Context: an optimization exercise on an open-source flow, tuned for small area, a short achievable clock period and few clock cycles per item. The choices shown serve that exercise and are no tape-out recipe.
RTL that was checked went through simulation tests only; none was proved equivalent to the original.

the reference run:
==> flow/design.v (excerpt) <==
module tv_div (
    input  logic        clk,
    input  logic        rst_n,
    input  logic        start,          
    input  logic        op_unsigned,    
    input  logic        op_rem,         
    input  logic [31:0] dividend,
    input  logic [31:0] divisor,
    output logic        busy,
    output logic        result_valid,
    output logic [31:0] result
);
==> module tv_div, before the edit <==
module tv_div (
    input  logic        clk,
    input  logic        rst_n,
    input  logic        start,          
    input  logic        op_unsigned,    
    input  logic        op_rem,         
    input  logic [31:0] dividend,
    input  logic [31:0] divisor,
    output logic        busy,
    output logic        result_valid,
    output logic [31:0] result
);
  localparam int M  = 1;            
  localparam int LM = $clog2(M);
  localparam int DW = 32 + M - 1;   
  localparam logic [1:0] S_IDLE = 2'd0, S_ALIGN = 2'd1, S_ITER = 2'd2, S_DONE = 2'd3;
  logic [1:0]    state;
  logic [31:0]   r, q;
  logic [DW-1:0] d;
  logic [4:0]    cnt;
  logic          rem, neg;
  function automatic logic [5:0] lzc32(input logic [31:0] x);
    logic [15:0] v1; logic [15:0] c1;
    logic [7:0]  v2; logic [1:0] c2 [8];
    logic [3:0]  v3; logic [2:0] c3 [4];
    logic [1:0]  v4; logic [3:0] c4 [2];
    logic [4:0]  c5;
    for (int i = 0; i < 16; i++) begin
      v1[i] = x[2*i+1] | x[2*i];
      c1[i] = ~x[2*i+1];
    end
    for (int i = 0; i < 8; i++) begin
      v2[i] = v1[2*i+1] | v1[2*i];
      c2[i] = v1[2*i+1] ? {1'b0, c1[2*i+1]} : {1'b1, c1[2*i]};
    end
    for (int i = 0; i < 4; i++) begin
      v3[i] = v2[2*i+1] | v2[2*i];
      c3[i] = v2[2*i+1] ? {1'b0, c2[2*i+1]} : {1'b1, c2[2*i]};
    end
    for (int i = 0; i < 2; i++) begin
      v4[i] = v3[2*i+1] | v3[2*i];
      c4[i] = v3[2*i+1] ? {1'b0, c3[2*i+1]} : {1'b1, c3[2*i]};
    end
    c5 = v4[1] ? {1'b0, c4[1]} : {1'b1, c4[0]};
    lzc32 = (v4[1] | v4[0]) ? {1'b0, c5} : 6'd32;
  endfunction
  function automatic logic [31:0] cneg32(input logic [31:0] x, input logic s);
    logic [31:0] o [6];   
    o[0] = x;
    for (int k = 0; k < 5; k++)
      for (int i = 0; i < 32; i++)
        o[k+1][i] = ((i >> k) & 1) ? (o[k][i] | o[k][((i >> k) << k) - 1]) : o[k][i];
    cneg32 = x ^ ({32{s}} & {o[5][30:0], 1'b0});
  endfunction
  wire align = (state == S_ALIGN);
  wire iter  = (state == S_ITER);
  logic [31:0]   rs   [0:M];
  logic [M-1:0]  g;
  logic [DW:0]   diff [0:M-1];
  logic [5:0]    lz_r, lz_d;
  logic [5:0]    sh;
  logic          dz, lt, same;
  assign lz_r = lzc32(r);
  assign lz_d = lzc32(d[31:0]);
  assign sh   = lz_d - lz_r;          
  assign dz   = lz_d[5];              
  assign same = (lz_r == lz_d);
  always_comb begin
    rs[0] = r;
    for (int j = 0; j < M; j++) begin
      diff[j] = {1'b0, {(DW - 32){1'b0}}, rs[j]} - {1'b0, (d >> j)};
      if (j == 0) g[M-1-j] = ~diff[j][DW] & (iter | (align & same));
      else        g[M-1-j] = ~diff[j][DW] & iter;
      rs[j+1] = g[M-1-j] ? diff[j][31:0] : rs[j];
    end
  end
  assign lt = diff[0][DW];            
  wire done0  = align & lt;           
  wire signed_op = ~op_unsigned;
  assign busy         = (state == S_ITER) | (align & ~lt);
  assign result_valid = (state == S_DONE) | done0;
  wire cap = start & ~busy;
  wire [31:0] abs_a = cneg32(dividend, signed_op & dividend[31]);
  wire [31:0] abs_b = cneg32(divisor, signed_op & divisor[31]);
  logic [5:0] sh_pad;
  assign sh_pad = sh | 6'(M - 1);
  always_ff @(posedge clk) begin
    if (!rst_n) state <= S_IDLE;
    else begin
      case (state)
        S_ALIGN: state <= lt ? (cap ? S_ALIGN : S_IDLE) : ((dz | same) ? S_DONE : S_ITER);
        S_ITER:  state <= (cnt == 5'd0) ? S_DONE : S_ITER;
        default: state <= cap ? S_ALIGN : S_IDLE;
      endcase
    end
  end
  always_ff @(posedge clk) begin
    cnt <= align ? 5'(sh_pad >> LM) : cnt - 5'd1;
    if (cap) begin
      r   <= abs_a;
      d   <= DW'(abs_b);
      rem <= op_rem;
      neg <= signed_op & (op_rem ? dividend[31] : (dividend[31] ^ divisor[31]));
    end else begin
      r <= rs[M];
      d <= align ? (DW'(d[31:0]) << sh_pad[4:0]) : (d >> M);
      if (align & dz & ~rem) neg <= 1'b0;
    end
    if (cap) q <= 32'd0;
    else     q <= {q[31-M:0], align ? {{(M-1){1'b0}}, g[M-1]} : g} | {32{align & dz}};
  end
  wire [31:0] x = rem ? r : q;
  assign result = cneg32(x, neg);
endmodule
clock: 7.5 ns
lec_check: 0
abc_area: 1
cap_margin: 20
core_margin: 2
core_utilization: 40
slew_margin: 20
run.sh (not shown) runs the stock make flow with config.mk's settings and CLKGATE_MAP_FILE= SYNTH_SCRIPT=/design/flow/synth_recipe.tcl, a recipe that flattens the netlist after the stock synthesis.
Setup changes, the reference run to the trial run
-- flow/design.v --
<<< the reference run, line 377
    output logic [31:0] result
);
  localparam int M  = 1;            
  localparam int LM = $clog2(M);
  localparam int DW = 32 + M - 1;   
>>> the trial run, line 377
    output logic [31:0] result
);
  localparam int M  = 2;            
  localparam int LM = $clog2(M);
  localparam int DW = 32 + M - 1;   
Results
- The trial run: PASS, flow complete, no timing, DRC or antenna violations
- When the trial run is measured against the reference run, its final net count turns out 688 higher.
- From the reference run to the trial run the numbers moved as follows: global routing met1 resource utilization shrank by 4.8 points; number of nets still failing antenna checks after routing comparable.
- In the metrics for the trial run and the reference run, the one carrying the higher critical path arrival is the trial run.
- The trial run vs the reference run: global-route usage up in the trial run
- Looking at first-iteration DRC count across the trial run and the reference run, the one that comes out lower is the trial run.
- The run with more routed wire is the trial run, not the reference run.
- Per the comparison of the trial run with the reference run, area of the mapped netlist increased about 26%, clock-buffer cell count -1, worst slack after detailed placement moved down.
Testbench counts of the trial run, summed over its fixed seeds: cycles 10,373, divides 2,400.
The RTL of the reference run was laid out without a check of its function.

[separate check: timing with driven ports]
Ports are ideal in the flow. The routed layouts listed here were re-timed in OpenROAD. Step 1 assumes that a clkbuf_16 drives the clock port and a buf_2 every other input. Step 2 also shifts input and output timing later by t, the mid clock arrival at the registers, as if the neighbouring blocks saw the same clock. Three values: ideal ports, drivers, drivers and shift; two values: the first two.
| run | shift t [ns] | setup WS [ns] | worst hold slack (ns) | clock arrival spread, ns | cell pins on the clock port's net |
|---|---|---|---|---|---|
| the reference run | 0.406 | 2.461 / 2.461 / 2.461 | 0.475 / 0.475 / 0.475 | 0.013 / 0.012 | 1 |
| the trial run | 0.434 | 1.806 / 1.806 / 1.806 | 0.488 / 0.488 / 0.488 | 0.014 / 0.014 | 1 |
After both steps setup and hold are still met in every run listed.
